Context: an optimization exercise on an open-source flow, tuned for small area, a short achievable clock period and few clock cycles. The choices shown serve that exercise and are no tape-out recipe.
Where RTL was checked, it was by simulation tests only, not by an equivalence proof against the original.

west:
// triangle
module triangle (clk, reset, nt, xi, yi, busy, po, xo, yo);
   input clk, reset, nt;
   input [2:0] xi, yi;
   output reg busy, po;
   output reg [2:0] xo, yo;
reg [1:0] ld;            
reg [2:0] Y1, X2, Y2, Y3;
reg [2:0] W;             
reg       rt;            
reg [2:0] xe;            
function [2:0] fdiv;
   input [2:0] w, n, d;
   begin
      case ({w, n, d})
      9'd1: fdiv = 3'd0;
      9'd2: fdiv = 3'd0;
      9'd3: fdiv = 3'd0;
      9'd4: fdiv = 3'd0;
      9'd5: fdiv = 3'd0;
      9'd6: fdiv = 3'd0;
      9'd7: fdiv = 3'd0;
      9'd9: fdiv = 3'd0;
      9'd10: fdiv = 3'd0;
      9'd11: fdiv = 3'd0;
      9'd12: fdiv = 3'd0;
      9'd13: fdiv = 3'd0;
      9'd14: fdiv = 3'd0;
      9'd15: fdiv = 3'd0;
      9'd18: fdiv = 3'd0;
      9'd19: fdiv = 3'd0;
      9'd20: fdiv = 3'd0;
      9'd21: fdiv = 3'd0;
      9'd22: fdiv = 3'd0;
      9'd23: fdiv = 3'd0;
      9'd27: fdiv = 3'd0;
      9'd28: fdiv = 3'd0;
      9'd29: fdiv = 3'd0;
      9'd30: fdiv = 3'd0;
      9'd31: fdiv = 3'd0;
      9'd36: fdiv = 3'd0;
      9'd37: fdiv = 3'd0;
      9'd38: fdiv = 3'd0;
      9'd39: fdiv = 3'd0;
      9'd45: fdiv = 3'd0;
      9'd46: fdiv = 3'd0;
      9'd47: fdiv = 3'd0;
      9'd54: fdiv = 3'd0;
      9'd55: fdiv = 3'd0;
      9'd63: fdiv = 3'd0;
      9'd65: fdiv = 3'd0;
      9'd66: fdiv = 3'd0;
      9'd67: fdiv = 3'd0;
      9'd68: fdiv = 3'd0;
      9'd69: fdiv = 3'd0;
      9'd70: fdiv = 3'd0;
      9'd71: fdiv = 3'd0;
      9'd73: fdiv = 3'd1;
      9'd74: fdiv = 3'd0;
      9'd75: fdiv = 3'd0;
      9'd76: fdiv = 3'd0;
      9'd77: fdiv = 3'd0;
      9'd78: fdiv = 3'd0;
      9'd79: fdiv = 3'd0;
      9'd82: fdiv = 3'd1;
      9'd83: fdiv = 3'd0;
      9'd84: fdiv = 3'd0;
      9'd85: fdiv = 3'd0;
      9'd86: fdiv = 3'd0;
      9'd87: fdiv = 3'd0;
      9'd91: fdiv = 3'd1;
      9'd92: fdiv = 3'd0;
      9'd93: fdiv = 3'd0;
      9'd94: fdiv = 3'd0;
      9'd95: fdiv = 3'd0;
      9'd100: fdiv = 3'd1;
      9'd101: fdiv = 3'd0;
      9'd102: fdiv = 3'd0;
      9'd103: fdiv = 3'd0;
      9'd109: fdiv = 3'd1;
      9'd110: fdiv = 3'd0;
      9'd111: fdiv = 3'd0;
      9'd118: fdiv = 3'd1;
      9'd119: fdiv = 3'd0;
      9'd127: fdiv = 3'd1;
      9'd129: fdiv = 3'd0;
      9'd130: fdiv = 3'd0;
      9'd131: fdiv = 3'd0;
      9'd132: fdiv = 3'd0;
  ...
For scale: about 630 cells after synthesis, roughly 29 flip-flops, about 4400 um2 of cells after synthesis.
export LEC_CHECK = 0
export ABC_AREA = 1
export CAP_MARGIN = 20
export CORE_MARGIN = 2
export CORE_UTILIZATION = 40
export SLEW_MARGIN = 20
create_clock -name core_clock -period 6.0 [get_ports {clk}]
run.sh (not shown) runs the stock make flow with config.mk's settings and CLKGATE_MAP_FILE= SYNTH_SCRIPT=/design/flow/synth_recipe.tcl, a recipe that flattens the netlist after the stock synthesis.
Setup changes, west to middle
--- a/flow/design.v
+++ b/flow/design.v
@@ -4,14 +4,16 @@
    output reg busy, po;
    output reg [2:0] xo, yo;
 reg [1:0] ld;            
 reg [2:0] Y1, X2, Y2, Y3;
 reg [2:0] W;             
 reg       rt;            
 reg [2:0] xe;            
+reg [2:0] svl, svh;      
+reg       fresh;         
 function [2:0] fdiv;
    input [2:0] w, n, d;
    begin
       case ({w, n, d})
       9'd1: fdiv = 3'd0;
       9'd2: fdiv = 3'd0;
       9'd3: fdiv = 3'd0;
@@ -581,71 +583,82 @@
       9'd503: cdiv = 3'd6;
       9'd511: cdiv = 3'd7;
       default: cdiv = 3'bxxx;
       endcase
    end
 endfunction
 wire [2:0] ymax = (Y2 > Y3) ? Y2 : Y3;
-wire [2:0] yn   = yo + 3'd1;
-wire       up   = yn > Y2;
-wire [2:0] n    = up ? yn - Y2 : Y2 - yn;
+wire       run  = ld == 2'd3;
+wire       adv  = run && !fresh && xo == xe;    
+wire       sem  = svl > svh;                    
+wire [2:0] slo  = rt ? X2 - svh : X2 + svl;
+wire [2:0] shi  = rt ? X2 - svl : X2 + svh;
+wire [2:0] rq   = yo + (fresh ? 3'd1 : 3'd2);
+wire       up   = rq > Y2;
+wire [2:0] n    = up ? rq - Y2 : Y2 - rq;
 wire [2:0] dou  = up ? Y3 - Y2 : Y2 - Y1;
 wire [2:0] din  = up ? Y1 - Y2 : Y2 - Y3;
-wire       tip  = (yn < Y1) || (yn > Y3);
+wire       tip  = (rq < Y1) || (rq > Y3);
 wire [2:0] vlo  = cdiv(W, n, dou);
 wire [2:0] vhi  = tip ? fdiv(W, n, din) : W;
-wire       empty = vlo > vhi;
-wire [2:0] nlo  = rt ? X2 - vhi : X2 + vlo;
-wire [2:0] nhi  = rt ? X2 - vlo : X2 + vhi;
 always @(posedge clk or posedge reset) begin
    if (reset) begin
       busy <= 1'b0; po <= 1'b0; ld <= 2'd0;
    end else if (nt) begin
       busy <= 1'b1; po <= 1'b0; ld <= 2'd1;
    end else if (ld == 2'd1) begin
       ld <= 2'd2; po <= 1'b1;
-   end else if (ld != 2'd0) begin
-      if (ld == 2'd2) ld <= 2'd3;
-      if (ld == 2'd2 && Y2 < Y1) begin
-         po <= 1'b0;                  
-      end else if (xo != xe) begin
+   end else if (ld == 2'd2) begin
+      ld <= 2'd3;
+      po <= Y2 == Y1;                 
+   end else if (ld == 2'd3) begin
+      if (xo != xe) begin
          po <= 1'b1;
          if (xo + 3'd1 == xe && yo == ymax) begin
             busy <= 1'b0; ld <= 2'd0;
          end
+      end else if (fresh) begin
+         po <= 1'b0;
       end else begin
-         po <= !empty;
-         if (vlo == vhi && yn == ymax) begin
+         po <= !sem;
+         if (!sem && svl == svh && yo + 3'd1 == ymax) begin
             busy <= 1'b0; ld <= 2'd0;
          end
       end
    end else begin
       po <= 1'b0;
    end
 end
 always @(posedge clk) begin
+   if (fresh || adv) begin
+      svl <= vlo; svh <= vhi;
+   end
    if (nt) begin
       xo <= xi; Y1 <= yi;             
    end else if (ld == 2'd1) begin
       W  <= (xi > xo) ? xi - xo : xo - xi;
       rt <= xi > xo;
       X2 <= xi; Y2 <= yi; Y3 <= 3'd7;
+      fresh <= 1'b1;
       if (yi < Y1) begin
          xo <= xi; xe <= xi; yo <= yi;
       end else if (yi == Y1) begin
          xo <= (xi > xo) ? xo : xi; xe <= (xi > xo) ? xi : xo; yo <= yi;
       end else begin
          xe <= xo; yo <= Y1;
       end
-   end else if (ld != 2'd0) begin
-      if (ld == 2'd2) Y3 <= yi;
-      if (ld == 2'd2 && Y2 < Y1) begin
-      end else if (xo != xe) begin
+   end else if (ld == 2'd2) begin
+      Y3 <= yi;
+      fresh <= Y2 <= Y1;
+      if (Y2 == Y1) xo <= xo + 3'd1;
+   end else if (ld == 2'd3) begin
+      fresh <= 1'b0;
+      if (xo != xe) begin
          xo <= xo + 3'd1;
-      end else begin
-         yo <= yn;
-         xe <= nhi;
-         xo <= empty ? nhi : nlo;
+      end else if (!fresh) begin
+         yo <= yo + 3'd1;
+         xe <= shi;
+         xo <= sem ? shi : slo;
       end
    end
 end
 endmodule
## What came out
On middle: synthesized cell count is 10 higher than what west gave. Summary — worst setup slack for register-to-register paths, middle relative to west: higher, by 1.15 ns. west -> middle: number of DRC markers in iteration 0 decreased by more than 10%. Of middle and west, the higher share of final layout cell area taken by non-clock buffers belongs to west. Delta (middle minus west): max-slew headroom at the worst pin decreased by 0.73 points relative to the old numbers, portion of the layout cell area used by clock cells increased by 1.3 points relative to the old numbers, number of clock buffers in the layout increased by 1 relative to the old numbers. Per the comparison of middle with west, maximum clock rate grew by 26%; sequential share of layout area rose 3.5 points; count of cells along the worst register-to-register path shrank by about 28%; post-synthesis xor/xnor area fraction +0.63 points; critical path depth went down by about 28%. Comparing the two runs side by side, middle comes out ahead of west on time the worst path needs with I/O delays and setup. Sort middle and west by worst hold path depth, ascending, and west comes first.
Testbench counts of middle, summed over its fixed seeds: cycles 5,273.
For west, only the layout was checked, not whether the RTL still works.

==> afterwards: timing with drivers on the ports <==
How much do the figures lean on ideal ports? The routed layouts below were timed once more, with nothing changed but the port constraints. Step 1 (the two cells are an assumption about what drives the block):
set clk [get_ports {clk}]
set_driving_cell -lib_cell sky130_fd_sc_hd__clkbuf_16 $clk
set_driving_cell -lib_cell sky130_fd_sc_hd__buf_2 [delete_from_list [all_inputs] $clk]
Step 2 moves the port delays by t, midway between the first and last clock arrival at a register: inputs arrive t later, outputs are due t later. That takes back most of the time a late clock gives input paths. Three values: ideal ports, drivers, drivers and shift; two values: the first two.
run	t, ns	setup WS [ns]	worst data-port slew with drivers (ns)	pins driven straight from the clock port
west	0.304	0.517 / 0.517 / 0.517	0.03	1
middle	0.314	1.662 / 1.662 / 1.662	0.03	1
After both steps every run listed still meets setup and hold.
